Background: an optimization exercise with open tools, aiming at a short achievable clock period and few clock cycles. Do not read the settings as production practice.
Where RTL was checked, it was by simulation tests only, not by an equivalence proof against the original.
No functional check of the RTL was part of run 1.
Power and IR drop assume default switching activity.

--- flow/design.v ---
    localparam ADD     = 4'b0000;
    localparam SUB     = 4'b0001;
    localparam OR      = 4'b0010;
    localparam AND     = 4'b0011;
    localparam XOR     = 4'b0100;
    localparam NOT     = 4'b0101;
    localparam READ    = 4'b0110;
    localparam WRITE   = 4'b0111;
    localparam LOAD    = 4'b1000;
    localparam CMP     = 4'b1001;
    localparam SHIFT   = 4'b1010;
    localparam JMP     = 4'b1011;
    localparam JMPC    = 4'b1100;
    localparam SPECIAL = 4'b1101;
    localparam STACK   = 4'b1110;
    localparam MEM_NOP   = 2'b00;
    localparam MEM_READ  = 2'b01;
    localparam MEM_WRITE = 2'b10;
    localparam CMP_EQ_BIT       = 0;
    localparam CMP_RA_GT_RB_BIT = 1;
    localparam CMP_RB_GT_RA_BIT = 2;
    localparam CMP_RA_ZERO_BIT  = 3;
    localparam CMP_RB_ZERO_BIT  = 4;
    localparam CMP_CODE_EQ       = 3'b000;
    localparam CMP_CODE_RA_GT_RB = 3'b001;
    localparam CMP_CODE_RB_GT_RA = 3'b010;
    localparam CMP_CODE_RA_ZERO  = 3'b011;
    localparam CMP_CODE_RB_ZERO  = 3'b100;
    localparam FETCH         = 10'b0000000001;
    localparam DECODE        = 10'b0000000010;
    localparam REG_READ      = 10'b0000000100;
    localparam EXEC          = 10'b0000001000;
    localparam STORE         = 10'b0000010000;
    localparam REG_WRITE     = 10'b0000100000;
    localparam FETCH_IRQ_NUM = 10'b0001000000;
    localparam SAVE_PC       = 10'b0010000000;
    localparam ENTER_ISR     = 10'b0100000000;
    localparam DECREMENT_SP  = 10'b1000000000;
    localparam RAM_SIZE  = 16'h8000;
    localparam APP       = 16'h0064;
    localparam TIMER1_COUNT         = RAM_SIZE - 10;
    localparam TIMER_ENABLE         = RAM_SIZE - 9;
    localparam UART_1_RW            = RAM_SIZE - 2;
    localparam UART_1_RX_DATA_READY = RAM_SIZE - 1;
    localparam UART_1_TX_READY      = RAM_SIZE;
module core(input wire I_clk,
    input wire I_reset,
    input wire I_irq_active,
    input wire MEM_ready,
    input wire[15:0] MEM_data_in,
    input wire MEM_data_ready,
    output reg O_irq_ack,
    output reg MEM_exec,
    output reg MEM_write,
    output reg[1:0] MEM_size,
    output reg[15:0] MEM_addr,
    output reg[15:0] MEM_data_out);
     localparam ADD     = 4'b0000;
    localparam SUB     = 4'b0001;
    localparam OR      = 4'b0010;
    localparam AND     = 4'b0011;
    localparam XOR     = 4'b0100;
    localparam NOT     = 4'b0101;
    localparam READ    = 4'b0110;
    localparam WRITE   = 4'b0111;
    localparam LOAD    = 4'b1000;
    localparam CMP     = 4'b1001;
    localparam SHIFT   = 4'b1010;
    localparam JMP     = 4'b1011;
    localparam JMPC    = 4'b1100;
    localparam SPECIAL = 4'b1101;
    localparam STACK   = 4'b1110;
localparam OK_FETCH = 2'd0, OK_KILL = 2'd1, OK_READ = 2'd2, OK_WRITE = 2'd3;
localparam M_RUN = 3'd0, M_DRAIN = 3'd1, M_ACK = 3'd2, M_NUM = 3'd3, M_PUSH = 3'd4;
localparam W_SUM = 3'd0, W_LOG = 3'd1, W_SHF = 3'd2, W_CMP = 3'd3, W_SP = 3'd4, W_LD = 3'd5;
localparam APP = 16'h0064;
localparam CI = 4;               
reg        r_fetch;              
reg        o_v;                  
reg [1:0]  o_kind;
reg [15:0] o_addr;
reg [15:0] fpc;                  
reg [15:0] npc;                  
reg [1:0]  ib_cnt;               
reg [15:0] ib0, ib1;
reg        ie, rec, irq_q;
reg [2:0]  mode;
reg [15:0] irqn;
reg [127:0] rf;                  
localparam CN = 1 << CI, TW = 15 - CI;
reg [CN-1:0]       cv;
reg [CN*TW-1:0]    ctag;
reg [CN*16-1:0]    cdat;
reg        d_v;
reg [15:0] d_ir, d_pc;
reg        x_v, x_st;
reg [15:0] x_ir, x_pc;
reg [15:0] A, B, bop, lop, moff, tgt_rel;
reg        cin;
reg [15:0] sum_q, log_q, shf_q, sp_q, ld_q;
reg [4:0]  cmp_q;
reg        w_v, w_en1, w_en2;
reg [2:0]  w_a1, w_a2, w_sel;
reg [1:0]  w_mask;
wire [3:0] op = x_ir[15:12];
wire m = x_ir[8];
wire [2:0] rd = x_ir[11:9], ra = x_ir[7:5];
wire is_add   = op == ADD;
wire is_sub   = op == SUB;
wire is_or    = op == OR;
wire is_and   = op == AND;
wire is_xor   = op == XOR;
wire is_not   = op == NOT;
wire is_read  = op == READ;
wire is_write = op == WRITE;
wire is_load  = op == LOAD;
wire is_cmp   = op == CMP;
wire is_shift = op == SHIFT;
wire is_jmp   = op == JMP;
wire is_jmpc  = op == JMPC;
wire is_spec  = op == SPECIAL;
wire is_spc   = is_spec && x_ir[2:0] == 3'b000;
wire is_ei    = is_spec && x_ir[2:0] == 3'b001;
wire is_di    = is_spec && x_ir[2:0] == 3'b010;
wire is_reti  = is_spec && x_ir[2:0] == 3'b100;
wire is_push  = op == STACK && !m;
wire is_pop   = op == STACK && m;
wire is_rdop  = is_read || is_pop || is_reti;
wire is_wrop  = is_write || is_push;
wire is_memop = is_rdop || is_wrop;
wire is_logic = is_or || is_and || is_xor || is_not || is_load || is_spc;
wire x_wen1   = is_add || is_sub || is_logic || is_cmp || is_shift || is_read || is_push || is_pop || is_reti;
wire [2:0] x_a1 = is_reti ? ra : rd;
wire x_wen2   = is_pop;
wire [2:0] x_sel = (is_add || is_sub) ? W_SUM : is_logic ? W_LOG : is_shift ? W_SHF :
                   is_cmp ? W_CMP : (is_read || is_pop) ? W_LD : W_SP;
wire [3:0] dop = d_ir[15:12];
wire dm = d_ir[8];
wire [2:0] d_ra = d_ir[7:5], d_rb = d_ir[4:2];
wire d_spec = dop == SPECIAL;
wire d_uses_a = !(dop == LOAD || (dop == JMP && !dm) || (d_spec && d_ir[2:0] != 3'b100) || dop == 4'hF);
wire d_uses_b = ((dop == ADD || dop == SUB) && !d_ir[0]) ||
                ((dop == OR || dop == AND || dop == XOR) && !dm) ||
                dop == WRITE || dop == CMP || (dop == JMPC && !dm) ||
                (dop == STACK && !dm && !d_ir[0]);
wire hazard = x_v && ((d_uses_a && ((x_wen1 && x_a1 == d_ra) || (x_wen2 && ra == d_ra))) ||
                      (d_uses_b && ((x_wen1 && x_a1 == d_rb) || (x_wen2 && ra == d_rb))));
wire [15:0] res = (w_sel == W_SUM) ? sum_q : (w_sel == W_LOG) ? log_q : (w_sel == W_SHF) ? shf_q :
                  (w_sel == W_CMP) ? {11'b0, cmp_q} : (w_sel == W_LD) ? ld_q : sp_q;
reg [15:0] rA_v, rB_v;
always @(*) begin
    rA_v = rf[16*d_ra +: 16];
    if (w_v && w_en2 && w_a2 == d_ra)
        rA_v = sp_q;
    if (w_v && w_en1 && w_a1 == d_ra) begin
        if (w_mask[0]) rA_v[7:0] = res[7:0];
        if (w_mask[1]) rA_v[15:8] = res[15:8];
    end
    rB_v = rf[16*d_rb +: 16];
    if (w_v && w_en2 && w_a2 == d_rb)
        rB_v = sp_q;
    if (w_v && w_en1 && w_a1 == d_rb) begin
        if (w_mask[0]) rB_v[7:0] = res[7:0];
        if (w_mask[1]) rB_v[15:8] = res[15:8];
    end
end
wire [15:0] imm4 = dm ? {12'b0, d_ir[4:1]} : {{12{d_ir[4]}}, d_ir[4:1]};
wire [15:0] bsrc = d_ir[0] ? imm4 : rB_v;
wire hit     = cv[fpc[CI:1]]     && ctag[TW*fpc[CI:1] +: TW]     == fpc[15:CI+1];
wire hit_rel = cv[tgt_rel[CI:1]] && ctag[TW*tgt_rel[CI:1] +: TW] == tgt_rel[15:CI+1];
wire hit_A   = cv[A[CI:1]]       && ctag[TW*A[CI:1] +: TW]       == A[15:CI+1];
wire hit_B   = cv[B[CI:1]]       && ctag[TW*B[CI:1] +: TW]       == B[15:CI+1];
wire [15:0] cdata = cdat[16*fpc[CI:1] +: 16];
wire acc = MEM_exec && MEM_ready;
wire x_first = x_v && !x_st;
wire x_wait = x_v && x_st;
wire flag = (rd == 3'd0) ? A[0] : (rd == 3'd1) ? A[1] : (rd == 3'd2) ? A[2] :
            (rd == 3'd3) ? A[3] : (rd == 3'd4) ? A[4] : 1'b0;
wire br_taken = is_jmp || (is_jmpc && flag);
wire [15:0] br_tgt = (is_jmp && !m) || (is_jmpc && m) ? tgt_rel : is_jmp ? A : B;
wire wr_done = x_wait && is_wrop && acc && !r_fetch;
wire rd_done = x_wait && is_rdop && MEM_data_ready && o_v && o_kind == OK_READ;
wire x_done = (x_first && !is_memop) || wr_done || rd_done;
wire x_free = !x_v || x_done;
wire redirect_br = x_first && br_taken;
wire redirect_reti = rd_done && is_reti;
wire irq_vec_go = mode == M_PUSH && acc;
wire redirect = redirect_br || redirect_reti || irq_vec_go;
wire [15:0] vec = APP + {irqn[14:0], 1'b0};
wire rt_hit = redirect_br && (((is_jmp && !m) || (is_jmpc && m)) ? hit_rel : is_jmp ? hit_A : hit_B);
wire [15:0] rtgt = redirect_reti ? MEM_data_in : irq_vec_go ? vec : br_tgt;
wire irq_take = mode == M_RUN && ie && irq_q && x_free && !redirect;
wire kill = redirect || irq_take;
wire o_live = o_v && o_kind == OK_FETCH;
wire fc = MEM_data_ready && o_live;
wire ch = mode == M_RUN && hit && !o_live && ib_cnt != 2'd2;
wire d_adv = d_v && x_free && !hazard && !kill;
wire d_load = (!d_v || d_adv) && !kill && mode == M_RUN && (ib_cnt != 2'd0 || fc || ch);
wire [15:0] new_instr = fc ? MEM_data_in : cdata;
wire [15:0] d_src = (ib_cnt != 2'd0) ? ib0 : new_instr;
wire fetch_ok = ({1'b0, ib_cnt} + {2'b0, o_live}) <= 3'd1;
wire [15:0] maddr = A + moff;
wire [15:0] wdata = (is_push && x_ir[0]) ? x_pc : B;
wire [1:0]  msize = (is_read || is_write) ? (m ? 2'd2 : 2'd1) : 2'd2;
wire dreq = x_first && is_memop;
wire eq = A == B;
wire lt = m ? (A < B) : ($signed(A) < $signed(B));
wire gt = !lt && !eq;
integer i;
always @(posedge I_clk) begin
    if (I_reset) begin
        MEM_exec <= 1'b0;
        r_fetch <= 1'b0;
        o_v <= 1'b0;
        o_kind <= OK_FETCH;
        fpc <= 16'h0000;
        npc <= 16'h0000;
        ib_cnt <= 2'd0;
        d_v <= 1'b0;
        x_v <= 1'b0;
        x_st <= 1'b0;
        w_v <= 1'b0;
        ie <= 1'b0;
        rec <= 1'b0;
        irq_q <= 1'b0;
        mode <= M_RUN;
        O_irq_ack <= 1'b0;
        for (i = 0; i < 8; i = i + 1)
            rf[16*i +: 16] <= 16'h0000;
        cv <= {CN{1'b0}};
    end
    else begin
        irq_q <= I_irq_active;
        if (mode == M_NUM) begin
            MEM_exec <= 1'b1;
            r_fetch <= 1'b0;
            MEM_write <= 1'b1;
            MEM_size <= 2'd2;
            MEM_addr <= rf[127:112] - 16'd2;
            MEM_data_out <= npc;
        end
        else if (dreq) begin
            MEM_exec <= 1'b1;
            r_fetch <= 1'b0;
            MEM_write <= is_wrop;
            MEM_size <= msize;
            MEM_addr <= maddr;
            MEM_data_out <= wdata;
        end
        else if (redirect) begin
            MEM_exec <= !rt_hit;
            r_fetch <= 1'b1;
            MEM_write <= 1'b0;
            MEM_size <= 2'd2;
            MEM_addr <= rtgt;
        end
        else if (irq_take || acc || (ch && r_fetch)) begin
            MEM_exec <= 1'b0;
        end
        else if (!MEM_exec && mode == M_RUN && fetch_ok && !hit) begin
            MEM_exec <= 1'b1;
            r_fetch <= 1'b1;
            MEM_write <= 1'b0;
            MEM_size <= 2'd2;
            MEM_addr <= fpc;
        end
        if (redirect)
            fpc <= rtgt;
        else if ((acc && r_fetch) || ch)
            fpc <= fpc + 16'd2;
        if (acc) begin
            o_v <= 1'b1;
            o_addr <= MEM_addr;
            o_kind <= r_fetch ? ((kill || ch) ? OK_KILL : OK_FETCH) : (MEM_write ? OK_WRITE : OK_READ);
        end
        else begin
            if (MEM_data_ready)
                o_v <= 1'b0;
            if (kill && o_kind == OK_FETCH)
                o_kind <= OK_KILL;
        end
        if (MEM_data_ready && o_v && (o_kind == OK_FETCH || o_kind == OK_KILL)) begin
            cv[o_addr[CI:1]] <= 1'b1;
            ctag[TW*o_addr[CI:1] +: TW] <= o_addr[15:CI+1];
            cdat[16*o_addr[CI:1] +: 16] <= MEM_data_in;
        end
        if (kill) begin
            ib_cnt <= 2'd0;
        end
        else begin
            if (d_load && ib_cnt != 2'd0) begin
                if (fc || ch) begin
                    if (ib_cnt == 2'd1) begin
                        ib0 <= new_instr;
                    end
                    else begin
                        ib0 <= ib1;
                        ib1 <= new_instr;
                    end
                end
                else begin
                    ib0 <= ib1;
                    ib_cnt <= ib_cnt - 2'd1;
                end
            end
            else if ((fc || ch) && !d_load) begin
                if (ib_cnt == 2'd0)
                    ib0 <= new_instr;
                else
                    ib1 <= new_instr;
                ib_cnt <= ib_cnt + 2'd1;
            end
        end
        if (redirect)
            npc <= rtgt;
        else if (irq_take)
            npc <= d_v ? d_pc : npc;
        else if (d_load)
            npc <= npc + 16'd2;
        if (d_load) begin
            d_ir <= d_src;
            d_pc <= npc;
            d_v <= 1'b1;
        end
        else if (d_adv || kill) begin
            d_v <= 1'b0;
        end
        if (d_adv) begin
            x_v <= 1'b1;
            x_st <= 1'b0;
            x_ir <= d_ir;
            x_pc <= d_pc;
            A <= rA_v;
            B <= rB_v;
            bop <= (dop == SUB) ? ~bsrc : bsrc;
            cin <= dop == SUB;
            lop <= dm ? {11'b0, d_ir[4:0]} : rB_v;
            moff <= (dop == READ) ? {{11{d_ir[4]}}, d_ir[4:0]} :
                    (dop == WRITE) ? {{11{d_ir[11]}}, d_ir[11:9], d_ir[1:0]} :
                    (dop == STACK && !dm) ? 16'hFFFE : 16'h0000;
            tgt_rel <= d_pc + ((dop == JMP) ? {{8{d_ir[7]}}, d_ir[7:0]} : {{11{d_ir[4]}}, d_ir[4:0]});
        end
        else if (x_done) begin
            x_v <= 1'b0;
        end
        else if (x_v) begin
            x_st <= 1'b1;
        end
        if (x_first) begin
            sum_q <= A + bop + {15'b0, cin};
            log_q <= is_or ? (A | lop) : is_and ? (A & lop) : is_xor ? (A ^ lop) :
                     is_not ? ~A : is_load ? {x_ir[7:0], x_ir[7:0]} : x_pc;
            shf_q <= x_ir[4] ? 16'h0000 : (m ? (A >> x_ir[3:0]) : (A << x_ir[3:0]));
            cmp_q <= {B == 16'h0000, A == 16'h0000, lt, gt, eq};
            sp_q <= is_push ? A - 16'd2 : A + 16'd2;
            if (is_ei) begin
                ie <= 1'b1;
                rec <= 1'b1;
            end
            if (is_di) begin
                ie <= 1'b0;
                rec <= 1'b0;
            end
        end
        if (rd_done) begin
            ld_q <= MEM_data_in;
            if (is_reti)
                ie <= rec;
        end
        w_v <= x_done;
        if (x_done) begin
            w_en1 <= x_wen1;
            w_a1 <= x_a1;
            w_en2 <= x_wen2;
            w_a2 <= ra;
            w_sel <= x_sel;
            w_mask <= is_load ? (m ? 2'b10 : 2'b01) : 2'b11;
        end
        if (w_v && w_en2)
            rf[16*w_a2 +: 16] <= sp_q;
        if (w_v && w_en1) begin
            if (w_mask[0]) rf[16*w_a1 +: 8] <= res[7:0];
            if (w_mask[1]) rf[16*w_a1+8 +: 8] <= res[15:8];
        end
        case (mode)
            M_RUN: begin
                if (irq_take)
                    mode <= M_DRAIN;
            end
            M_DRAIN: begin
                if (!o_v && !MEM_exec && !w_v) begin
                    O_irq_ack <= 1'b1;
                    ie <= 1'b0;
                    mode <= M_ACK;
                end
            end
            M_ACK: begin
                O_irq_ack <= 1'b0;
                mode <= M_NUM;
            end
            M_NUM: begin
                irqn <= MEM_data_in;
                rf[127:112] <= rf[127:112] - 16'd2;
                mode <= M_PUSH;
            end
            default: begin
                if (acc)
                    mode <= M_RUN;
            end
        endcase
    end
end
endmodule
--- flow/constraint.sdc ---
create_clock -name core_clock -period 7.0 [get_ports {I_clk}]
set_input_delay 1.4000 -clock core_clock [delete_from_list [all_inputs] [get_ports {I_clk}]]
set_output_delay 1.4000 -clock core_clock [all_outputs]
set_load 0.01 [all_outputs]
--- flow/config.mk ---
export PLATFORM = sky130hd
export DESIGN_NAME = core
export DESIGN_NICKNAME = core
export VERILOG_FILES = /design/flow/design.v
export SDC_FILE = /design/flow/constraint.sdc
export NUM_CORES = 4
export LEC_CHECK = 0
export ABC_CLOCK_PERIOD_IN_PS = 2400
export CAP_MARGIN = 20
export CORE_MARGIN = 2
export CORE_UTILIZATION = 40
export SETUP_SLACK_MARGIN = 4.6
export SLEW_MARGIN = 20
export TNS_END_PERCENT = 100
--- flow/run.sh ---
#!/bin/bash
# synth_recipe.tcl (not shown) runs the flow's synth.tcl, then flattens the netlist and writes it again
# the make line also repeats each setting of config.mk as NAME=value (left out here)
make -C /OpenROAD-flow-scripts/flow DESIGN_CONFIG=/design/flow/config.mk WORK_HOME=/design/flow/orfs CLKGATE_MAP_FILE= SYNTH_SCRIPT=/design/flow/synth_recipe.tcl finish
==> results.sh, run 1 <==
export IMPL_status="no timing/DRC/antenna violations"
export IMPL_synth_top_cell_area_share=0.392
export IMPL_r2r_cells=12
export IMPL_rsz0062_at_grt="true"
export IMPL_clk_pin_slew_ns=0.06
export IMPL_worstMarginPinSlew_ns=1.15
export IMPL_grt_usage=0.321
export IMPL_synthFlopType="edfxtp_1"
export IMPL_pwr_share_seq=0.336
export IMPL_worst_ep_arrival_time_ns=4.17
export IMPL_drt_pass1_iter_count=7
export IMPL_critical_path_class="flop to flop"
export IMPL_fmaxAchievable_mhz=272
export IMPL_syn2layout_area_growth_pct=38.9
export IMPL_setup_viol=0
export IMPL_routedWlPerCell_um=33.2
export IMPL_grt_pass1_wl_mm=357
export IMPL_rows=141
export IMPL_combPwrFrac=0.379
export IMPL_hp_class="flop to flop"
export IMPL_worstSetupEndpointType="flop"
export IMPL_fin_cells=8076
export IMPL_period_share=0.526
export IMPL_power_switching_mw=7.98
export IMPL_drc_errors=0
export IMPL_drive_gt1_frac=0.447
export IMPL_total_power_mw=22.2
export IMPL_syn_area_um2=59500
export IMPL_power_frac_clock=0.285
export IMPL_cts_max_path_buffers=3
export IMPL_cp_max_fo=9
export IMPL_yosys_warnings=1
export IMPL_whs_endpoint="x_ir[11]"
export IMPL_ir_worst_vdd_v=0.000254
export IMPL_synthesis_nets=5503
export IMPL_min_from="d_ir[11]"
export IMPL_setup_tns_final_ns=0
export IMPL_intPower_mw=14.2
export IMPL_synth_area_leaders="edfxtp_1 39%, mux4_2 12%, mux2_2 6.6%, dfxtp_1 6.5%, nand2_1 4.3%"
export IMPL_coreArea_um2=148000
export IMPL_start_util=0.403
export IMPL_die_w_um=390
export IMPL_ant_nets=0
export IMPL_h_tree_depth=3
export IMPL_postSynthAreaPerCell_um2=11.1
export IMPL_worst_clock_skew_ns=0.0788
export IMPL_holdPathStages=0
export IMPL_regToRegSetupSlack_ns=3.32
export IMPL_io_buffers=57
export IMPL_fin_crit_ns=3.68
export IMPL_gp_congestion=0.988
export IMPL_root_buffer="clkbuf_16"
export IMPL_cellPowerDensity_nw_per_um2=269
export IMPL_hpwl_mm=146
export IMPL_slew_viol_final=0
export IMPL_grt_start_max_net_pins=102
export IMPL_drt_first_iter_violations=8880
export IMPL_netlist_instances=5347
export IMPL_nets=6202
export IMPL_synth_commonest_cells="777 x edfxtp_1, 680 x nand2_1, 451 x o21ai_0"
export IMPL_via_per_inst=6.79
export IMPL_fin_util=0.559
export IMPL_drv_cap=0
export IMPL_leakagePower_nw=29.6
export IMPL_die_area_um2=152000
export IMPL_cts_made_buffers=113
export IMPL_hold_viol_final=0
export IMPL_fin_ws_ns=3.32
export IMPL_max_slew_margin_rel=0.227
export IMPL_yosysTopAreaCell="edfxtp_1"
export IMPL_largest_reg_flops=256
export IMPL_startpoint_type="flop"
export IMPL_overflow=0
export IMPL_tritoncts="built"
export IMPL_vias=54797
export IMPL_synthArstFlopShare=0
export IMPL_switching_share=0.359
export IMPL_synth_cell_types=94
export IMPL_pin_count=58
export IMPL_timing_rr_start="fpc[2]"
export IMPL_antenna_found_initial=14
export IMPL_fillers=11495
export IMPL_dpl_worst_slack_ns=1.57
export IMPL_first_global_vias=49675
export IMPL_post_synth_top_count_cell="edfxtp_1"
export IMPL_die_h_um=390
export IMPL_drt_wl_total_mm=268
export IMPL_hold_buffers=0
export IMPL_worstPathCellList="buf_4 -> nand2_1 -> o22ai_1 -> a221oi_1 -> xnor2_1 -> and4_2 -> o2111ai_4 -> buf_12 -> nand2_4 -> a21oi_4 -> clkbuf_16 -> mux2_2"
export IMPL_max_stage_delay_ns=0.47
export IMPL_ys_seq_elements=971
export IMPL_clk_latency_ns=0.81
export IMPL_cts_sinks=971
export IMPL_synth_edf_count=777
export IMPL_r2r_end="ib0[1]"
export IMPL_seq_area_frac_synth=0.457
export IMPL_required_ns=7.49
export IMPL_cp_slowest_cell="nand2_1"
export IMPL_place_inst=7086
through the flow:
stage | hold WS [ns] | instance area, um2
after floorplan | 0.424 | 59900
after global placement | 0.486 | 62500
after detailed placement | 0.477 | 62500
after CTS | 0.467 | 77100
after global routing | 0.470 | 82700
final | 0.446 | 82700
how the worst max path moves through the flow:
| stage | from | end | slack [ns] | depth (start not counted) |
|---|---|---|---|---|
| finish | fpc[2] | ib0[1] | 3.32 | 12 |
| global route | fpc[2] | ib0[11] | 3.33 | 12 |
| detailed placement | MEM_ready | npc[13] | 1.57 | 9 |
| global placement | MEM_data_ready | npc[13] | 1.57 | 10 |
| CTS | fpc[1] | fpc[13] | 3.39 | 11 |
| floorplan | I_reset | cdat[0] | -1.89 | 5 |
layout by cell type, fill, tap and decap left out, types with 141 or more instances in the layout:
| cell type | Yosys | routed |
|---|---|---|
| buf_12 | 1 | 141 |
| buf_4 | 0 | 396 |
| buf_6 | 3 | 229 |
| dfxtp_1 | 194 | 186 |
| edfxtp_1 | 777 | 777 |
| mux2_2 | 348 | 217 |
| mux4_2 | 307 | 313 |
| nand2_1 | 680 | 479 |
| nor2_1 | 404 | 324 |
| o21ai_0 | 451 | 164 |
| o21ai_2 | 1 | 147 |
cell type report:
cell class	instances	area, um2	share of cell area
timing repair buffer	925	11400	0.138
clock buffer	136	2960	0.0358
antenna	5	12.5	0.000151
tap	1930	2410	0.0292
clock inverter	74	935	0.0113
timing repair inverter	2	12.5	0.000151
sequential	971	27200	0.329
multi-input combinational	3903	37200	0.449
inverter	130	581	0.00702
what timing repair did:
item,in CTS,in global routing
gates resized for setup,1421,989
endpoints found under the setup margin,1564,1368
buffers inserted,476,186
pin swaps,242,324
gates cloned,83,30
metal layers:
metal  GRT usage  part of all wire  vias to the layer above
met5           0           0.00084                        -
met4       0.180             0.080                       14
met3      0.0951              0.15                     1297
met2       0.477              0.42                     4732
met1       0.420              0.35                    26791
li1            -                 -                    21963
critical path, delay by kind of cell (launching register included):
family / cells / cell delay (ns)
AOI/OAI and AO/OA: 4 / 1.16
and+or+nand+nor: 3 / 0.82
buffers and inverters: 3 / 0.56
DFF: 1 / 0.36
muxes: 1 / 0.32
xor gates and xnor gates: 1 / 0.13
power by group through the flow:
stage / logic, mW / clock network, mW / registers, mW
floorplan: 3.53 / 0 / 7.28
global placement: 4.90 / 0 / 7.62
detailed placement: 4.95 / 0 / 7.62
CTS: 7.17 / 6.31 / 7.39
global route: 8.65 / 6.54 / 7.46
finish: 8.41 / 6.34 / 7.46
kinds of logic (layout without fill, tap and decap cells):
logic type,after synthesis,in the layout,share of synthesized area
and+or+nand+nor,1526,1560,0.113
AOI/OAI and AO/OA,1220,1223,0.131
DFF,971,971,0.457
muxes,818,818,0.211
buffers and inverters,510,1267,0.0334
xor gates and xnor gates,167,167,0.0248
adders and majority gates,135,135,0.0290
other,0,5,0
==> inputs of run 2 (changes only) <==
--- a/flow/design.v
+++ b/flow/design.v
@@ -75,5 +75,6 @@
 localparam W_SUM = 3'd0, W_LOG = 3'd1, W_SHF = 3'd2, W_CMP = 3'd3, W_SP = 3'd4, W_LD = 3'd5;
 localparam APP = 16'h0064;
-localparam CI = 4;               
+localparam CI = 4;
+localparam DW = 30;               
 reg        r_fetch;              
 reg        o_v;                  
@@ -84,4 +85,5 @@
 reg [1:0]  ib_cnt;               
 reg [15:0] ib0, ib1;
+reg        ib_wp, ib_rp;
 reg        ie, rec, irq_q;
 reg [2:0]  mode;
@@ -106,33 +108,31 @@
 wire m = x_ir[8];
 wire [2:0] rd = x_ir[11:9], ra = x_ir[7:5];
-wire is_add   = op == ADD;
-wire is_sub   = op == SUB;
-wire is_or    = op == OR;
-wire is_and   = op == AND;
-wire is_xor   = op == XOR;
-wire is_not   = op == NOT;
-wire is_read  = op == READ;
-wire is_write = op == WRITE;
-wire is_load  = op == LOAD;
-wire is_cmp   = op == CMP;
-wire is_shift = op == SHIFT;
-wire is_jmp   = op == JMP;
-wire is_jmpc  = op == JMPC;
-wire is_spec  = op == SPECIAL;
-wire is_spc   = is_spec && x_ir[2:0] == 3'b000;
-wire is_ei    = is_spec && x_ir[2:0] == 3'b001;
-wire is_di    = is_spec && x_ir[2:0] == 3'b010;
-wire is_reti  = is_spec && x_ir[2:0] == 3'b100;
-wire is_push  = op == STACK && !m;
-wire is_pop   = op == STACK && m;
-wire is_rdop  = is_read || is_pop || is_reti;
-wire is_wrop  = is_write || is_push;
-wire is_memop = is_rdop || is_wrop;
-wire is_logic = is_or || is_and || is_xor || is_not || is_load || is_spc;
-wire x_wen1   = is_add || is_sub || is_logic || is_cmp || is_shift || is_read || is_push || is_pop || is_reti;
-wire [2:0] x_a1 = is_reti ? ra : rd;
-wire x_wen2   = is_pop;
-wire [2:0] x_sel = (is_add || is_sub) ? W_SUM : is_logic ? W_LOG : is_shift ? W_SHF :
-                   is_cmp ? W_CMP : (is_read || is_pop) ? W_LD : W_SP;
+wire [DW-1:0] d_dec;
+reg  [DW-1:0] x_dec;
+idec dec_d(.i(d_ir), .o(d_dec));
+wire is_sub   = x_dec[0];
+wire is_or    = x_dec[1];
+wire is_and   = x_dec[2];
+wire is_xor   = x_dec[3];
+wire is_not   = x_dec[4];
+wire is_read  = x_dec[5];
+wire is_write = x_dec[6];
+wire is_load  = x_dec[7];
+wire is_jmp   = x_dec[8];
+wire is_jmpc  = x_dec[9];
+wire is_ei    = x_dec[10];
+wire is_di    = x_dec[11];
+wire is_reti  = x_dec[12];
+wire is_push  = x_dec[13];
+wire is_rdop  = x_dec[14];
+wire is_wrop  = x_dec[15];
+wire is_memop = x_dec[16];
+wire x_wen1   = x_dec[17];
+wire x_wen2   = x_dec[18];
+wire br_rel   = x_dec[19];
+wire [2:0] x_a1  = x_dec[22:20];
+wire [2:0] x_sel = x_dec[25:23];
+wire [1:0] x_mask = x_dec[27:26];
+wire [1:0] msize  = x_dec[29:28];
 wire [3:0] dop = d_ir[15:12];
 wire dm = d_ir[8];
@@ -167,16 +167,28 @@
 wire [15:0] imm4 = dm ? {12'b0, d_ir[4:1]} : {{12{d_ir[4]}}, d_ir[4:1]};
 wire [15:0] bsrc = d_ir[0] ? imm4 : rB_v;
-wire hit     = cv[fpc[CI:1]]     && ctag[TW*fpc[CI:1] +: TW]     == fpc[15:CI+1];
-wire hit_rel = cv[tgt_rel[CI:1]] && ctag[TW*tgt_rel[CI:1] +: TW] == tgt_rel[15:CI+1];
-wire hit_A   = cv[A[CI:1]]       && ctag[TW*A[CI:1] +: TW]       == A[15:CI+1];
-wire hit_B   = cv[B[CI:1]]       && ctag[TW*B[CI:1] +: TW]       == B[15:CI+1];
-wire [15:0] cdata = cdat[16*fpc[CI:1] +: 16];
+wire fill = MEM_data_ready && o_v && (o_kind == OK_FETCH || o_kind == OK_KILL);
+wire [CI-1:0] fidx = o_addr[CI:1];
+wire [15:0] fpc2 = fpc + 16'd2;
+wire hc_f   = cv[fpc[CI:1]]     && ctag[TW*fpc[CI:1] +: TW]     == fpc[15:CI+1]     && !(fill && fidx == fpc[CI:1]);
+wire hc_f2  = cv[fpc2[CI:1]]    && ctag[TW*fpc2[CI:1] +: TW]    == fpc2[15:CI+1]    && !(fill && fidx == fpc2[CI:1]);
+wire hc_rel = cv[tgt_rel[CI:1]] && ctag[TW*tgt_rel[CI:1] +: TW] == tgt_rel[15:CI+1] && !(fill && fidx == tgt_rel[CI:1]);
+wire hc_A   = cv[A[CI:1]]       && ctag[TW*A[CI:1] +: TW]       == A[15:CI+1]       && !(fill && fidx == A[CI:1]);
+wire hc_B   = cv[B[CI:1]]       && ctag[TW*B[CI:1] +: TW]       == B[15:CI+1]       && !(fill && fidx == B[CI:1]);
+wire [15:0] cd_f   = cdat[16*fpc[CI:1] +: 16];
+wire [15:0] cd_f2  = cdat[16*fpc2[CI:1] +: 16];
+wire [15:0] cd_rel = cdat[16*tgt_rel[CI:1] +: 16];
+wire [15:0] cd_A   = cdat[16*A[CI:1] +: 16];
+wire [15:0] cd_B   = cdat[16*B[CI:1] +: 16];
+reg hit;                         
+reg [15:0] cdata;                
 wire acc = MEM_exec && MEM_ready;
 wire x_first = x_v && !x_st;
 wire x_wait = x_v && x_st;
-wire flag = (rd == 3'd0) ? A[0] : (rd == 3'd1) ? A[1] : (rd == 3'd2) ? A[2] :
-            (rd == 3'd3) ? A[3] : (rd == 3'd4) ? A[4] : 1'b0;
-wire br_taken = is_jmp || (is_jmpc && flag);
-wire [15:0] br_tgt = (is_jmp && !m) || (is_jmpc && m) ? tgt_rel : is_jmp ? A : B;
+reg  br_taken;                   
+wire [2:0] d_c = d_ir[11:9];
+wire d_flag = (d_c == 3'd0) ? rA_v[0] : (d_c == 3'd1) ? rA_v[1] : (d_c == 3'd2) ? rA_v[2] :
+              (d_c == 3'd3) ? rA_v[3] : (d_c == 3'd4) ? rA_v[4] : 1'b0;
+wire d_taken = dop == JMP || (dop == JMPC && d_flag);
+wire [15:0] br_tgt = br_rel ? tgt_rel : is_jmp ? A : B;
 wire wr_done = x_wait && is_wrop && acc && !r_fetch;
 wire rd_done = x_wait && is_rdop && MEM_data_ready && o_v && o_kind == OK_READ;
@@ -188,5 +200,6 @@
 wire redirect = redirect_br || redirect_reti || irq_vec_go;
 wire [15:0] vec = APP + {irqn[14:0], 1'b0};
-wire rt_hit = redirect_br && (((is_jmp && !m) || (is_jmpc && m)) ? hit_rel : is_jmp ? hit_A : hit_B);
+wire rt_hit = redirect_br && (br_rel ? hc_rel : is_jmp ? hc_A : hc_B);
+wire [15:0] rt_cd = br_rel ? cd_rel : is_jmp ? cd_A : cd_B;
 wire [15:0] rtgt = redirect_reti ? MEM_data_in : irq_vec_go ? vec : br_tgt;
 wire irq_take = mode == M_RUN && ie && irq_q && x_free && !redirect;
@@ -198,9 +211,10 @@
 wire d_load = (!d_v || d_adv) && !kill && mode == M_RUN && (ib_cnt != 2'd0 || fc || ch);
 wire [15:0] new_instr = fc ? MEM_data_in : cdata;
-wire [15:0] d_src = (ib_cnt != 2'd0) ? ib0 : new_instr;
+wire [15:0] d_src = (ib_cnt != 2'd0) ? (ib_rp ? ib1 : ib0) : new_instr;
+wire ib_pop = d_load && ib_cnt != 2'd0;
+wire ib_keep = (fc || ch) && !(d_load && ib_cnt == 2'd0);
 wire fetch_ok = ({1'b0, ib_cnt} + {2'b0, o_live}) <= 3'd1;
 wire [15:0] maddr = A + moff;
 wire [15:0] wdata = (is_push && x_ir[0]) ? x_pc : B;
-wire [1:0]  msize = (is_read || is_write) ? (m ? 2'd2 : 2'd1) : 2'd2;
 wire dreq = x_first && is_memop;
 wire eq = A == B;
@@ -217,4 +231,6 @@
         npc <= 16'h0000;
         ib_cnt <= 2'd0;
+        ib_wp <= 1'b0;
+        ib_rp <= 1'b0;
         d_v <= 1'b0;
         x_v <= 1'b0;
@@ -229,4 +245,5 @@
             rf[16*i +: 16] <= 16'h0000;
         cv <= {CN{1'b0}};
+        hit <= 1'b0;
     end
     else begin
@@ -265,8 +282,18 @@
             MEM_addr <= fpc;
         end
-        if (redirect)
+        if (redirect) begin
             fpc <= rtgt;
-        else if ((acc && r_fetch) || ch)
-            fpc <= fpc + 16'd2;
+            hit <= rt_hit;
+            cdata <= rt_cd;
+        end
+        else if ((acc && r_fetch) || ch) begin
+            fpc <= fpc2;
+            hit <= hc_f2;
+            cdata <= cd_f2;
+        end
+        else begin
+            hit <= hc_f;
+            cdata <= cd_f;
+        end
         if (acc) begin
             o_v <= 1'b1;
@@ -280,35 +307,22 @@
                 o_kind <= OK_KILL;
         end
-        if (MEM_data_ready && o_v && (o_kind == OK_FETCH || o_kind == OK_KILL)) begin
+        if (fill) begin
             cv[o_addr[CI:1]] <= 1'b1;
             ctag[TW*o_addr[CI:1] +: TW] <= o_addr[15:CI+1];
             cdat[16*o_addr[CI:1] +: 16] <= MEM_data_in;
         end
+        if (fc || ch) begin
+            if (ib_wp) ib1 <= new_instr;
+            else       ib0 <= new_instr;
+        end
         if (kill) begin
             ib_cnt <= 2'd0;
+            ib_wp <= 1'b0;
+            ib_rp <= 1'b0;
         end
         else begin
-            if (d_load && ib_cnt != 2'd0) begin
-                if (fc || ch) begin
-                    if (ib_cnt == 2'd1) begin
-                        ib0 <= new_instr;
-                    end
-                    else begin
-                        ib0 <= ib1;
-                        ib1 <= new_instr;
-                    end
-                end
-                else begin
-                    ib0 <= ib1;
-                    ib_cnt <= ib_cnt - 2'd1;
-                end
-            end
-            else if ((fc || ch) && !d_load) begin
-                if (ib_cnt == 2'd0)
-                    ib0 <= new_instr;
-                else
-                    ib1 <= new_instr;
-                ib_cnt <= ib_cnt + 2'd1;
-            end
+            ib_cnt <= ib_cnt + {1'b0, ib_keep} - {1'b0, ib_pop};
+            if (ib_keep) ib_wp <= !ib_wp;
+            if (ib_pop) ib_rp <= !ib_rp;
         end
         if (redirect)
@@ -330,4 +344,6 @@
             x_st <= 1'b0;
             x_ir <= d_ir;
+            x_dec <= d_dec;
+            br_taken <= d_taken;
             x_pc <= d_pc;
             A <= rA_v;
@@ -375,5 +391,5 @@
             w_a2 <= ra;
             w_sel <= x_sel;
-            w_mask <= is_load ? (m ? 2'b10 : 2'b01) : 2'b11;
+            w_mask <= x_mask;
         end
         if (w_v && w_en2)
@@ -412,2 +428,56 @@
 end
 endmodule
+module idec(input wire [15:0] i, output wire [29:0] o);
+     localparam ADD     = 4'b0000;
+    localparam SUB     = 4'b0001;
+    localparam OR      = 4'b0010;
+    localparam AND     = 4'b0011;
+    localparam XOR     = 4'b0100;
+    localparam NOT     = 4'b0101;
+    localparam READ    = 4'b0110;
+    localparam WRITE   = 4'b0111;
+    localparam LOAD    = 4'b1000;
+    localparam CMP     = 4'b1001;
+    localparam SHIFT   = 4'b1010;
+    localparam JMP     = 4'b1011;
+    localparam JMPC    = 4'b1100;
+    localparam SPECIAL = 4'b1101;
+    localparam STACK   = 4'b1110;
+localparam W_SUM = 3'd0, W_LOG = 3'd1, W_SHF = 3'd2, W_CMP = 3'd3, W_SP = 3'd4, W_LD = 3'd5;
+wire [3:0] op = i[15:12];
+wire m = i[8];
+wire is_add   = op == ADD;
+wire is_sub   = op == SUB;
+wire is_or    = op == OR;
+wire is_and   = op == AND;
+wire is_xor   = op == XOR;
+wire is_not   = op == NOT;
+wire is_read  = op == READ;
+wire is_write = op == WRITE;
+wire is_load  = op == LOAD;
+wire is_cmp   = op == CMP;
+wire is_shift = op == SHIFT;
+wire is_jmp   = op == JMP;
+wire is_jmpc  = op == JMPC;
+wire is_spec  = op == SPECIAL;
+wire is_spc   = is_spec && i[2:0] == 3'b000;
+wire is_ei    = is_spec && i[2:0] == 3'b001;
+wire is_di    = is_spec && i[2:0] == 3'b010;
+wire is_reti  = is_spec && i[2:0] == 3'b100;
+wire is_push  = op == STACK && !m;
+wire is_pop   = op == STACK && m;
+wire is_rdop  = is_read || is_pop || is_reti;
+wire is_wrop  = is_write || is_push;
+wire is_memop = is_rdop || is_wrop;
+wire is_logic = is_or || is_and || is_xor || is_not || is_load || is_spc;
+wire wen1     = is_add || is_sub || is_logic || is_cmp || is_shift || is_read || is_push || is_pop || is_reti;
+wire [2:0] a1 = is_reti ? i[7:5] : i[11:9];
+wire wen2     = is_pop;
+wire br_rel   = (is_jmp && !m) || (is_jmpc && m);
+wire [2:0] sel = (is_add || is_sub) ? W_SUM : is_logic ? W_LOG : is_shift ? W_SHF :
+                 is_cmp ? W_CMP : (is_read || is_pop) ? W_LD : W_SP;
+wire [1:0] mask = is_load ? (m ? 2'b10 : 2'b01) : 2'b11;
+wire [1:0] msize = (is_read || is_write) ? (m ? 2'd2 : 2'd1) : 2'd2;
+assign o = {msize, mask, sel, a1, br_rel, wen2, wen1, is_memop, is_wrop, is_rdop, is_push, is_reti,
+            is_di, is_ei, is_jmpc, is_jmp, is_load, is_write, is_read, is_not, is_xor, is_and, is_or, is_sub};
+endmodule
==> run 2 against run 1 <==
Against the previous run:
- combinational power rose by 2.7%
- via count rose by 6.7%
- die area rose by 5.9%
- first-iteration DRC count rose by 12%
- still clean
- setup slack improved by 0.40 ns
- largest power group unchanged
==> results.sh, run 2 <==
export IMPL_fin_util=0.533
export IMPL_cts_sinks=1010
export IMPL_crit_family="compound AO/OA/AOI/OAI gates"
export IMPL_whs_ns=0.409
export IMPL_drt_pass1_iter_count=7
export IMPL_layout_common_cells="813 x edfxtp_1, 721 x nand2_1, 396 x buf_4"
export IMPL_synthFlopType="edfxtp_1"
export IMPL_syn_area_um2=63100
export IMPL_max_stage_delay_ns=0.47
export IMPL_die_h_um=401
export IMPL_tritoncts="built"
export IMPL_cts_max_path_buffers=3
export IMPL_pin_count=58
export IMPL_status="no timing/DRC/antenna violations"
export IMPL_start_util=0.403
export IMPL_yosys_warnings=1
export IMPL_synth_edf_count=813
export IMPL_ant_nets=0
export IMPL_worstSetupEndpointType="flop"
export IMPL_seq_area_frac_synth=0.450
export IMPL_holdPathStages=0
export IMPL_overflow=0
export IMPL_setup_viol=0
export IMPL_ys_seq_elements=1010
export IMPL_period_share=0.468
export IMPL_cp_slowest_cell="nand3_2"
export IMPL_place_inst=7669
export IMPL_worst_ep_arrival_time_ns=3.97
export IMPL_root_buffer="clkbuf_16"
export IMPL_largest_reg_flops=256
export IMPL_drive_gt1_frac=0.364
export IMPL_drt_first_iter_violations=9926
export IMPL_max_slew_margin_rel=0.229
export IMPL_h_tree_depth=3
export IMPL_fmaxAchievable_mhz=305
export IMPL_routedWlPerCell_um=33.3
export IMPL_synth_commonest_cells="858 x nand2_1, 813 x edfxtp_1, 443 x nor2_1"
export IMPL_first_global_vias=52103
export IMPL_setup_tns_final_ns=0
export IMPL_netlist_instances=5872
export IMPL_postSynthAreaPerCell_um2=10.7
export IMPL_startpoint_type="flop"
export IMPL_grt_pass1_wl_mm=378
export IMPL_drc_errors=0
export IMPL_ff_latch_area_um2=28400
export IMPL_worstPathCellList="buf_4 -> inv_4 -> nand3_2 -> o22ai_1 -> nor3_4 -> xnor2_1 -> nor4_1 -> and3_1 -> a311o_2 -> a211oi_2"
export IMPL_coreArea_um2=156000
export IMPL_gp_congestion=0.977
export IMPL_drt_wl_total_mm=285
export IMPL_slew_viol_final=0
export IMPL_worstMarginPinSlew_ns=1.15
export IMPL_cp_max_fo=13
export IMPL_ir_worst_vdd_v=0.000216
export IMPL_synth_top_cell_area_share=0.387
export IMPL_fillers=12882
export IMPL_via_per_inst=6.83
export IMPL_grt_usage=0.320
export IMPL_hold_viol_final=0
export IMPL_synthArstFlopShare=0
export IMPL_die_w_um=401
export IMPL_rows=145
export IMPL_grt_start_max_net_pins=97
export IMPL_multi_input_area_um2=37800
export IMPL_clk_latency_ns=0.79
export IMPL_nets=6549
export IMPL_required_ns=7.69
export IMPL_syn2layout_area_growth_pct=32.3
export IMPL_hpwl_mm=159
export IMPL_yosysTopAreaCell="edfxtp_1"
export IMPL_synth_cell_types=88
export IMPL_hp_class="flop to flop"
export IMPL_fin_crit_ns=3.28
export IMPL_cts_made_buffers=114
export IMPL_post_synth_top_count_cell="nand2_1"
export IMPL_vias=58474
export IMPL_synthesis_nets=6025
export IMPL_total_power_mw=22.6
export IMPL_worst_path_stages=10
export IMPL_r2r_cells=10
export IMPL_layout_commonest_cell="edfxtp_1"
export IMPL_fin_cells=8562
export IMPL_clk_pin_slew_ns=0.07
export IMPL_rsz0062_at_grt="true"
export IMPL_critical_path_class="flop to flop"
export IMPL_io_buffers=57
export IMPL_leakagePower_nw=30.2
export IMPL_hold_buffers=0
export IMPL_die_area_um2=161000
export IMPL_crit_buf_inv=2
export IMPL_drv_cap=0
export IMPL_antenna_found_initial=14
export IMPL_worst_clock_skew_ns=0.0712
export IMPL_cellPowerDensity_nw_per_um2=271
export IMPL_synth_area_leaders="edfxtp_1 39%, mux4_2 11%, dfxtp_1 6.3%, nand2_1 5.1%, mux2_2 4.4%"
==> run 2: cell families after synthesis <==
family	after synthesis	share of synthesized area
xor gates and xnor gates	215	0.0299
buffers and inverters	589	0.0389
DFF	1010	0.450
muxes	774	0.190
and+or+nand+nor	1802	0.126
adders and majority gates	132	0.0268
AOI/OAI and AO/OA	1350	0.140
==> run 2: what timing repair did <==
action / 4_1_cts / 5_1_grt
setup buffers: 390 / 166
gates cloned: 59 / 53
endpoints found under the setup margin: 1571 / 1223
pin swaps: 240 / 315
gates resized for setup: 1090 / 650
==> run 2: power by group <==
group / switching (mW) / total (mW) / internal (mW)
logic: 4.85 / 8.64 / 3.79
registers: 0.535 / 7.66 / 7.13
clock network: 2.79 / 6.32 / 3.53
==> run 2: worst reg2reg max path, delay by kind of cell (launching register included) <==
| kind | cells | cell delay, ns |
|---|---|---|
| AO/OA/AOI/OAI | 3 | 1.04 |
| AND/OR/NAND/NOR | 4 | 0.94 |
| buffers and inverters | 2 | 0.61 |
| flip-flops | 1 | 0.37 |
| XOR/XNOR | 1 | 0.23 |
==> run 2: final timing paths <==
check,from,to,slack (ns)
setup / recovery,A[4],MEM_exec,3.72
hold / removal,x_dec[26],w_mask[0],0.41
setup reg to reg,A[4],MEM_exec,3.72
hold reg to reg,x_dec[26],w_mask[0],0.41
==> run 2: per-layer routing <==
metal | global-route usage | part of all wire
met5 | 0 | 0.00064
met1 | 0.424 | 0.35
met4 | 0.173 | 0.081
met2 | 0.465 | 0.41
met3 | 0.101 | 0.16
==> run 2: cell type report <==
class,count,area share
timing repair buffer,841,0.123
antenna,6,0.000180
clock buffer,139,0.0357
clock inverter,79,0.0102
multi-input combinational,4298,0.453
sequential,1010,0.340
timing repair inverter,2,0.000180
inverter,129,0.00687
tap,2058,0.0309
==> run 2: metrics by stage <==
stage | worst slack (ns) | cell area (um2)
final | 3.72 | 83400
after global routing | 3.75 | 83400
after CTS | 3.90 | 78400
after detailed placement | 1.32 | 66000
after global placement | 1.47 | 66000
after floorplan | 1.67 | 63800
Testbench counts of run 2, summed over its fixed seeds: cycles 96,845.
==> inputs of run 3 (changes only) <==
--- a/flow/design.v
+++ b/flow/design.v
@@ -72,5 +72,5 @@
     localparam STACK   = 4'b1110;
 localparam OK_FETCH = 2'd0, OK_KILL = 2'd1, OK_READ = 2'd2, OK_WRITE = 2'd3;
-localparam M_RUN = 3'd0, M_DRAIN = 3'd1, M_ACK = 3'd2, M_NUM = 3'd3, M_PUSH = 3'd4;
+localparam M_RUN = 3'd0, M_DRAIN = 3'd1, M_ACK = 3'd2, M_NUM = 3'd3, M_PUSH = 3'd4, M_VEC = 3'd5;
 localparam W_SUM = 3'd0, W_LOG = 3'd1, W_SHF = 3'd2, W_CMP = 3'd3, W_SP = 3'd4, W_LD = 3'd5;
 localparam APP = 16'h0064;
@@ -96,5 +96,6 @@
 reg        d_v;
 reg [15:0] d_ir, d_pc;
-reg        x_v, x_st;
+reg        x_v;
+reg [1:0]  x_st;
 reg [15:0] x_ir, x_pc;
 reg [15:0] A, B, bop, lop, moff, tgt_rel;
@@ -169,20 +170,18 @@
 wire fill = MEM_data_ready && o_v && (o_kind == OK_FETCH || o_kind == OK_KILL);
 wire [CI-1:0] fidx = o_addr[CI:1];
-wire [15:0] fpc2 = fpc + 16'd2;
+wire [15:0] fpc2;
+add16 add_fpc2(.a(fpc), .b(16'd2), .ci(1'b0), .s(fpc2));
 wire hc_f   = cv[fpc[CI:1]]     && ctag[TW*fpc[CI:1] +: TW]     == fpc[15:CI+1]     && !(fill && fidx == fpc[CI:1]);
 wire hc_f2  = cv[fpc2[CI:1]]    && ctag[TW*fpc2[CI:1] +: TW]    == fpc2[15:CI+1]    && !(fill && fidx == fpc2[CI:1]);
 wire hc_rel = cv[tgt_rel[CI:1]] && ctag[TW*tgt_rel[CI:1] +: TW] == tgt_rel[15:CI+1] && !(fill && fidx == tgt_rel[CI:1]);
-wire hc_A   = cv[A[CI:1]]       && ctag[TW*A[CI:1] +: TW]       == A[15:CI+1]       && !(fill && fidx == A[CI:1]);
-wire hc_B   = cv[B[CI:1]]       && ctag[TW*B[CI:1] +: TW]       == B[15:CI+1]       && !(fill && fidx == B[CI:1]);
 wire [15:0] cd_f   = cdat[16*fpc[CI:1] +: 16];
 wire [15:0] cd_f2  = cdat[16*fpc2[CI:1] +: 16];
 wire [15:0] cd_rel = cdat[16*tgt_rel[CI:1] +: 16];
-wire [15:0] cd_A   = cdat[16*A[CI:1] +: 16];
-wire [15:0] cd_B   = cdat[16*B[CI:1] +: 16];
 reg hit;                         
 reg [15:0] cdata;                
 wire acc = MEM_exec && MEM_ready;
-wire x_first = x_v && !x_st;
-wire x_wait = x_v && x_st;
+wire x_first = x_v && x_st == 2'd0;
+wire x_wait = x_v && x_st == 2'd1;
+wire reti_fin = x_v && x_st == 2'd2;    
 reg  br_taken;                   
 wire [2:0] d_c = d_ir[11:9];
@@ -193,14 +192,14 @@
 wire wr_done = x_wait && is_wrop && acc && !r_fetch;
 wire rd_done = x_wait && is_rdop && MEM_data_ready && o_v && o_kind == OK_READ;
-wire x_done = (x_first && !is_memop) || wr_done || rd_done;
+wire x_done = (x_first && !is_memop) || wr_done || (rd_done && !is_reti) || reti_fin;
 wire x_free = !x_v || x_done;
 wire redirect_br = x_first && br_taken;
-wire redirect_reti = rd_done && is_reti;
-wire irq_vec_go = mode == M_PUSH && acc;
+wire redirect_reti = reti_fin;
+wire irq_vec_go = mode == M_VEC;
 wire redirect = redirect_br || redirect_reti || irq_vec_go;
 wire [15:0] vec = APP + {irqn[14:0], 1'b0};
-wire rt_hit = redirect_br && (br_rel ? hc_rel : is_jmp ? hc_A : hc_B);
-wire [15:0] rt_cd = br_rel ? cd_rel : is_jmp ? cd_A : cd_B;
-wire [15:0] rtgt = redirect_reti ? MEM_data_in : irq_vec_go ? vec : br_tgt;
+wire rt_hit = redirect_br && br_rel && hc_rel;
+wire [15:0] rt_cd = cd_rel;
+wire [15:0] rtgt = redirect_reti ? ld_q : irq_vec_go ? vec : br_tgt;
 wire irq_take = mode == M_RUN && ie && irq_q && x_free && !redirect;
 wire kill = redirect || irq_take;
@@ -215,5 +214,9 @@
 wire ib_keep = (fc || ch) && !(d_load && ib_cnt == 2'd0);
 wire fetch_ok = ({1'b0, ib_cnt} + {2'b0, o_live}) <= 3'd1;
-wire [15:0] maddr = A + moff;
+wire [15:0] maddr, sum_d, sp_d, tgt_d;
+add16 add_maddr(.a(A), .b(moff), .ci(1'b0), .s(maddr));
+add16 add_sum(.a(A), .b(bop), .ci(cin), .s(sum_d));
+add16 add_sp(.a(A), .b(is_push ? 16'hFFFE : 16'h0002), .ci(1'b0), .s(sp_d));
+add16 add_tgt(.a(d_pc), .b((dop == JMP) ? {{8{d_ir[7]}}, d_ir[7:0]} : {{11{d_ir[4]}}, d_ir[4:0]}), .ci(1'b0), .s(tgt_d));
 wire [15:0] wdata = (is_push && x_ir[0]) ? x_pc : B;
 wire dreq = x_first && is_memop;
@@ -221,4 +224,33 @@
 wire lt = m ? (A < B) : ($signed(A) < $signed(B));
 wire gt = !lt && !eq;
+reg        q_ld, q_ld_d, q_write, q_write_i;
+reg [1:0]  q_size, q_size_i;
+reg [15:0] q_addr, q_addr_i, q_dout, q_dout_i;
+always @(*) begin
+    q_ld = 1'b1;
+    q_ld_d = 1'b0;
+    q_write = 1'b0;
+    q_size = 2'd2;
+    q_addr = fpc;
+    q_dout = npc;
+    if (mode == M_NUM) begin
+        q_ld_d = 1'b1;
+        q_write = 1'b1;
+        q_addr = rf[127:112] - 16'd2;
+    end
+    else if (dreq) begin
+        q_ld_d = 1'b1;
+        q_write = is_wrop;
+        q_size = msize;
+        q_addr = maddr;
+        q_dout = wdata;
+    end
+    else if (redirect) begin
+        q_addr = rtgt;
+    end
+    else if (MEM_exec) begin
+        q_ld = 1'b0;
+    end
+end
 integer i;
 always @(posedge I_clk) begin
@@ -235,5 +267,5 @@
         d_v <= 1'b0;
         x_v <= 1'b0;
-        x_st <= 1'b0;
+        x_st <= 2'd0;
         w_v <= 1'b0;
         ie <= 1'b0;
@@ -249,26 +281,11 @@
     else begin
         irq_q <= I_irq_active;
-        if (mode == M_NUM) begin
+        if (mode == M_NUM || dreq) begin
             MEM_exec <= 1'b1;
             r_fetch <= 1'b0;
-            MEM_write <= 1'b1;
-            MEM_size <= 2'd2;
-            MEM_addr <= rf[127:112] - 16'd2;
-            MEM_data_out <= npc;
-        end
-        else if (dreq) begin
-            MEM_exec <= 1'b1;
-            r_fetch <= 1'b0;
-            MEM_write <= is_wrop;
-            MEM_size <= msize;
-            MEM_addr <= maddr;
-            MEM_data_out <= wdata;
         end
         else if (redirect) begin
             MEM_exec <= !rt_hit;
             r_fetch <= 1'b1;
-            MEM_write <= 1'b0;
-            MEM_size <= 2'd2;
-            MEM_addr <= rtgt;
         end
         else if (irq_take || acc || (ch && r_fetch)) begin
@@ -278,8 +295,13 @@
             MEM_exec <= 1'b1;
             r_fetch <= 1'b1;
-            MEM_write <= 1'b0;
-            MEM_size <= 2'd2;
-            MEM_addr <= fpc;
         end
+        MEM_write <= q_ld ? q_write : q_write_i;
+        q_write_i <= q_ld ? q_write : MEM_write;
+        MEM_size <= q_ld ? q_size : q_size_i;
+        q_size_i <= q_ld ? q_size : MEM_size;
+        MEM_addr <= q_ld ? q_addr : q_addr_i;
+        q_addr_i <= q_ld ? q_addr : MEM_addr;
+        MEM_data_out <= q_ld_d ? q_dout : q_dout_i;
+        q_dout_i <= q_ld_d ? q_dout : MEM_data_out;
         if (redirect) begin
             fpc <= rtgt;
@@ -298,6 +320,6 @@
         if (acc) begin
             o_v <= 1'b1;
-            o_addr <= MEM_addr;
-            o_kind <= r_fetch ? ((kill || ch) ? OK_KILL : OK_FETCH) : (MEM_write ? OK_WRITE : OK_READ);
+            o_addr <= q_addr_i;
+            o_kind <= r_fetch ? ((kill || ch) ? OK_KILL : OK_FETCH) : (q_write_i ? OK_WRITE : OK_READ);
         end
         else begin
@@ -322,5 +344,9 @@
         end
         else begin
-            ib_cnt <= ib_cnt + {1'b0, ib_keep} - {1'b0, ib_pop};
+            case ({ib_keep, ib_pop})
+                2'b10: ib_cnt <= ib_cnt + 2'd1;
+                2'b01: ib_cnt <= ib_cnt - 2'd1;
+                default: ;
+            endcase
             if (ib_keep) ib_wp <= !ib_wp;
             if (ib_pop) ib_rp <= !ib_rp;
@@ -342,5 +368,5 @@
         if (d_adv) begin
             x_v <= 1'b1;
-            x_st <= 1'b0;
+            x_st <= 2'd0;
             x_ir <= d_ir;
             x_dec <= d_dec;
@@ -355,19 +381,22 @@
                     (dop == WRITE) ? {{11{d_ir[11]}}, d_ir[11:9], d_ir[1:0]} :
                     (dop == STACK && !dm) ? 16'hFFFE : 16'h0000;
-            tgt_rel <= d_pc + ((dop == JMP) ? {{8{d_ir[7]}}, d_ir[7:0]} : {{11{d_ir[4]}}, d_ir[4:0]});
+            tgt_rel <= tgt_d;
         end
         else if (x_done) begin
             x_v <= 1'b0;
         end
-        else if (x_v) begin
-            x_st <= 1'b1;
+        else if (x_first) begin
+            x_st <= 2'd1;
+        end
+        else if (rd_done) begin
+            x_st <= 2'd2;
         end
         if (x_first) begin
-            sum_q <= A + bop + {15'b0, cin};
+            sum_q <= sum_d;
             log_q <= is_or ? (A | lop) : is_and ? (A & lop) : is_xor ? (A ^ lop) :
                      is_not ? ~A : is_load ? {x_ir[7:0], x_ir[7:0]} : x_pc;
             shf_q <= x_ir[4] ? 16'h0000 : (m ? (A >> x_ir[3:0]) : (A << x_ir[3:0]));
             cmp_q <= {B == 16'h0000, A == 16'h0000, lt, gt, eq};
-            sp_q <= is_push ? A - 16'd2 : A + 16'd2;
+            sp_q <= sp_d;
             if (is_ei) begin
                 ie <= 1'b1;
@@ -420,7 +449,10 @@
                 mode <= M_PUSH;
             end
-            default: begin
+            M_PUSH: begin
                 if (acc)
-                    mode <= M_RUN;
+                    mode <= M_VEC;
+            end
+            default: begin
+                mode <= M_RUN;
             end
         endcase
@@ -482,2 +514,45 @@
             is_di, is_ei, is_jmpc, is_jmp, is_load, is_write, is_read, is_not, is_xor, is_and, is_or, is_sub};
 endmodule
+module add16(input wire [15:0] a, input wire [15:0] b, input wire ci, output wire [15:0] s);
+wire [15:0] p = a ^ b;
+wire [15:0] g0 = (a & b) | {15'b0, p[0] & ci};
+wire [15:0] g1, p1, g2, p2, g3, p3, g4;
+genvar i;
+generate
+    for (i = 0; i < 16; i = i + 1) begin : l1
+        if (i < 1) begin : lo
+            assign g1[i] = g0[i];
+            assign p1[i] = p[i];
+        end else begin : hi
+            assign g1[i] = g0[i] | (p[i] & g0[i-1]);
+            assign p1[i] = p[i] & p[i-1];
+        end
+    end
+    for (i = 0; i < 16; i = i + 1) begin : l2
+        if (i < 2) begin : lo
+            assign g2[i] = g1[i];
+            assign p2[i] = p1[i];
+        end else begin : hi
+            assign g2[i] = g1[i] | (p1[i] & g1[i-2]);
+            assign p2[i] = p1[i] & p1[i-2];
+        end
+    end
+    for (i = 0; i < 16; i = i + 1) begin : l3
+        if (i < 4) begin : lo
+            assign g3[i] = g2[i];
+            assign p3[i] = p2[i];
+        end else begin : hi
+            assign g3[i] = g2[i] | (p2[i] & g2[i-4]);
+            assign p3[i] = p2[i] & p2[i-4];
+        end
+    end
+    for (i = 0; i < 16; i = i + 1) begin : l4
+        if (i < 8) begin : lo
+            assign g4[i] = g3[i];
+        end else begin : hi
+            assign g4[i] = g3[i] | (p3[i] & g3[i-8]);
+        end
+    end
+endgenerate
+assign s = p ^ {g4[14:0], ci};
+endmodule
==> run 3 against run 2 <==
Against the previous run:
- final area shrank 2.1%
- register-to-register slack better by 0.13 ns
- clock power rose by 0.6%
- highest routed layer unchanged
- synthesized area decreased by 1.9%
- maximum frequency grew 4.3%
- critical path depth grew 1
- hold slack gained 0.0046 ns
- setup slack better by 0.13 ns
- power decreased by 19%
- global-route usage decreased by 3.5 points
- still clean
- clock skew down 0.037 ns
==> results.sh, run 3 <==
export IMPL_tritoncts="built"
export IMPL_first_global_vias=48054
export IMPL_synth_fa_ha_area_frac=0.0281
export IMPL_max_slew_margin_rel=0.239
export IMPL_antenna_found_initial=9
export IMPL_required_ns=7.50
export IMPL_total_power_mw=18.3
export IMPL_post_synth_top_count_cell="edfxtp_1"
export IMPL_slew_viol_final=0
export IMPL_via_per_inst=6.48
export IMPL_status="no timing/DRC/antenna violations"
export IMPL_routedWlPerCell_um=30.5
export IMPL_fillers=12551
export IMPL_grt_usage=0.285
export IMPL_grt_start_max_net_pins=80
export IMPL_rsz0062_at_grt="true"
export IMPL_ant_nets=0
export IMPL_fmaxAchievable_mhz=318
export IMPL_gp_congestion=0.942
export IMPL_netlist_instances=5411
export IMPL_seq_area_frac_synth=0.476
export IMPL_syn2layout_area_growth_pct=31.9
export IMPL_setup_tns_final_ns=0
export IMPL_critical_path_class="flop to flop"
export IMPL_layout_commonest_cell="edfxtp_1"
export IMPL_nets=6116
export IMPL_clk_pin_slew_ns=0.06
export IMPL_drc_errors=0
export IMPL_placed_area_um2=64400
export IMPL_largest_reg_flops=256
export IMPL_pin_count=58
export IMPL_synth_mux_area_frac=0.208
export IMPL_grt_pass1_wl_mm=335
export IMPL_root_buffer="clkbuf_16"
export IMPL_cp_max_fo=5
export IMPL_max_stage_delay_ns=0.52
export IMPL_synthArstFlopShare=0
export IMPL_die_area_um2=158000
export IMPL_drv_cap=0
export IMPL_syn_area_um2=61900
export IMPL_hold_viol_final=0
export IMPL_overflow=0
export IMPL_die_w_um=397
export IMPL_cellPowerDensity_nw_per_um2=224
export IMPL_layout_common_cells="848 x edfxtp_1, 451 x nand2_1, 395 x mux2i_1"
export IMPL_synth_simple_gate_area_frac=0.102
export IMPL_ir_worst_vdd_v=0.000237
export IMPL_io_buffers=57
export IMPL_drt_pass1_iter_count=9
export IMPL_worstMarginPinSlew_ns=1.14
export IMPL_ys_seq_elements=1046
export IMPL_cp_slowest_cell="edfxtp_1"
export IMPL_coreArea_um2=154000
export IMPL_synthFlopType="edfxtp_1"
export IMPL_yosys_warnings=1
export IMPL_fin_cells=8105
export IMPL_synth_compound_area_frac=0.121
export IMPL_whs_ns=0.413
export IMPL_start_util=0.402
export IMPL_place_inst=7228
export IMPL_h_tree_depth=3
export IMPL_cts_sinks=1046
export IMPL_drt_wl_total_mm=247
export IMPL_period_share=0.449
export IMPL_hold_buffers=0
export IMPL_worst_ep_arrival_time_ns=3.64
export IMPL_die_h_um=397
export IMPL_vias=52551
export IMPL_yosys_area_share_xor_xnor=0.0266
export IMPL_drt_first_iter_violations=7047
export IMPL_synth_top_family_by_area="multiplexers"
export IMPL_hp_class="flop to flop"
export IMPL_leakagePower_nw=29.9
export IMPL_yosysTopAreaCell="edfxtp_1"
export IMPL_worstSetupEndpointType="flop"
export IMPL_fin_crit_ns=3.14
export IMPL_crit_family="multiplexers"
export IMPL_setup_viol=0
export IMPL_worstPathCellList="buf_12 -> xor2_1 -> nor4_2 -> buf_6 -> mux2_2 -> mux2_2 -> a22oi_2 -> o21ai_2 -> a22oi_2 -> o22ai_1 -> and2_1"
export IMPL_clk_latency_ns=0.77
export IMPL_worst_clock_skew_ns=0.0346
export IMPL_cts_made_buffers=113
export IMPL_startpoint_type="flop"
export IMPL_synth_commonest_cells="848 x edfxtp_1, 540 x nand2_1, 427 x mux2i_1"
export IMPL_postSynthAreaPerCell_um2=11.4
export IMPL_synth_top_cell_area_share=0.411
export IMPL_hpwl_mm=135
export IMPL_drive_gt1_frac=0.371
export IMPL_synthesis_nets=5568
export IMPL_synth_area_leaders="edfxtp_1 41%, mux4_2 7.3%, mux2i_1 6.9%, dfxtp_1 6.4%, mux2_2 6.1%"
export IMPL_crit_buf_inv=2
export IMPL_rows=144
export IMPL_synth_edf_count=848
export IMPL_synth_cell_types=98
export IMPL_cts_max_path_buffers=3
export IMPL_fin_area_um2=81600
[run 3: cell count changes in the layout (fill, tap and decap cells not counted), sizes merged, moves of 30 or more]
cell,previous run,this run
edfxtp,813,848
nand2,867,546
mux2,245,339
a32o,6,37
mux4,308,210
and2,95,54
mux2i,222,428
a311oi,36,6
a31oi,77,37
o21ai,344,278
a211oi,178,77
[run 3: area by class of cell]
| cell class | count | area [um2] | area share |
|---|---|---|---|
| Multi-Input combinational cell | 3860 | 35300 | 0.432 |
| Sequential cell | 1046 | 29500 | 0.361 |
| Timing Repair Buffer | 822 | 9910 | 0.121 |
| Clock buffer | 139 | 3050 | 0.0373 |
| Tap cell | 2044 | 2560 | 0.0313 |
| Clock inverter | 74 | 802 | 0.00982 |
| Inverter | 113 | 519 | 0.00636 |
| Timing Repair inverter | 3 | 23.8 | 0.000291 |
| Antenna cell | 4 | 10.0 | 0.000123 |
[run 3: kinds of logic after synthesis]
family | Yosys count
muxes | 977
buffers and inverters | 534
DFF | 1046
AOI/OAI and AO/OA | 1127
xor gates and xnor gates | 187
and+or+nand+nor | 1404
adders and majority gates | 136
[run 3: through the flow]
step	setup slack [ns]	util
after floorplan	1.57	-
after global placement	2.03	0.418
after detailed placement	1.97	0.418
after CTS	4.00	0.496
after global routing	3.75	0.530
final	3.86	0.531
[run 3: power by group]
group / switching, mW / internal [mW] / total (mW)
Sequential: 0.334 / 7.11 / 7.44
Clock: 2.72 / 3.64 / 6.36
Combinational: 2.45 / 2.03 / 4.48
[run 3: repair_timing]
| action | in CTS | in global routing |
|---|---|---|
| buffers inserted | 351 | 204 |
| resized for setup | 1063 | 747 |
| cloned | 76 | 29 |
| pin swaps | 207 | 329 |
| setup endpoints to repair | 1694 | 1228 |
[run 3: worst register-to-register path: cells and delay by family (launching register included)]
family          cells  cell delay [ns]
buf+inv             2             0.39
compound gates      4             0.63
simple gates        2             0.57
xor+xnor            1             0.14
mux                 2             0.64
flops               1             0.52
[run 3: layer usage]
layer,up-vias,wire (um),global-route usage
met5,-,103,0
met2,3805,108000,0.439
met1,25969,91600,0.376
met4,10,17700,0.137
li1,21738,-,-
met3,1029,29700,0.0722
[run 3: path summary, 6_finish.rpt]
kind,slack (ns),startpoint,endpoint,depth (start not counted)
worst max-delay path,3.86,d_ir[7],br_taken,11
worst min-delay path,0.41,x_dec[24],w_sel[1],0
worst max register to register,3.86,d_ir[7],br_taken,11
worst min register to register,0.41,x_dec[24],w_sel[1],0
Testbench counts of run 3, summed over its fixed seeds: cycles 96,845.

## static timing again, ports no longer ideal
In the flow no input, the clock included, has a driving cell. The finished layouts below were timed again as built, in two steps. Step 1 (the two cells are an assumption about what drives the block):
set clk [get_ports {I_clk}]
set_driving_cell -lib_cell sky130_fd_sc_hd__clkbuf_16 $clk
set_driving_cell -lib_cell sky130_fd_sc_hd__buf_2 [delete_from_list [all_inputs] $clk]
Step 2 times the ports against the registers' clock, not the clock port: input delays grow and output delays shrink by t, the midpoint of the rising clock arrivals with the driver on. Three values: ideal, step 1, step 2; two values: the first two.
| run | t (ns) | setup WS [ns] | latest minus earliest clock arrival (ns) | cell pins on the clock port's net |
|---|---|---|---|---|
| run 1 | 0.849 | 3.320 / 3.320 / 2.685 | 0.085 / 0.085 | 1 |
| run 2 | 0.835 | 3.724 / 3.682 / 2.848 | 0.072 / 0.071 | 1 |
| run 3 | 0.829 | 3.859 / 3.859 / 3.072 | 0.035 / 0.034 | 1 |
After both steps setup and hold are still met in every run listed. The setup slack of run 2, which loses most, moves by -0.042 ns with the drivers and by -0.876 ns with both steps.
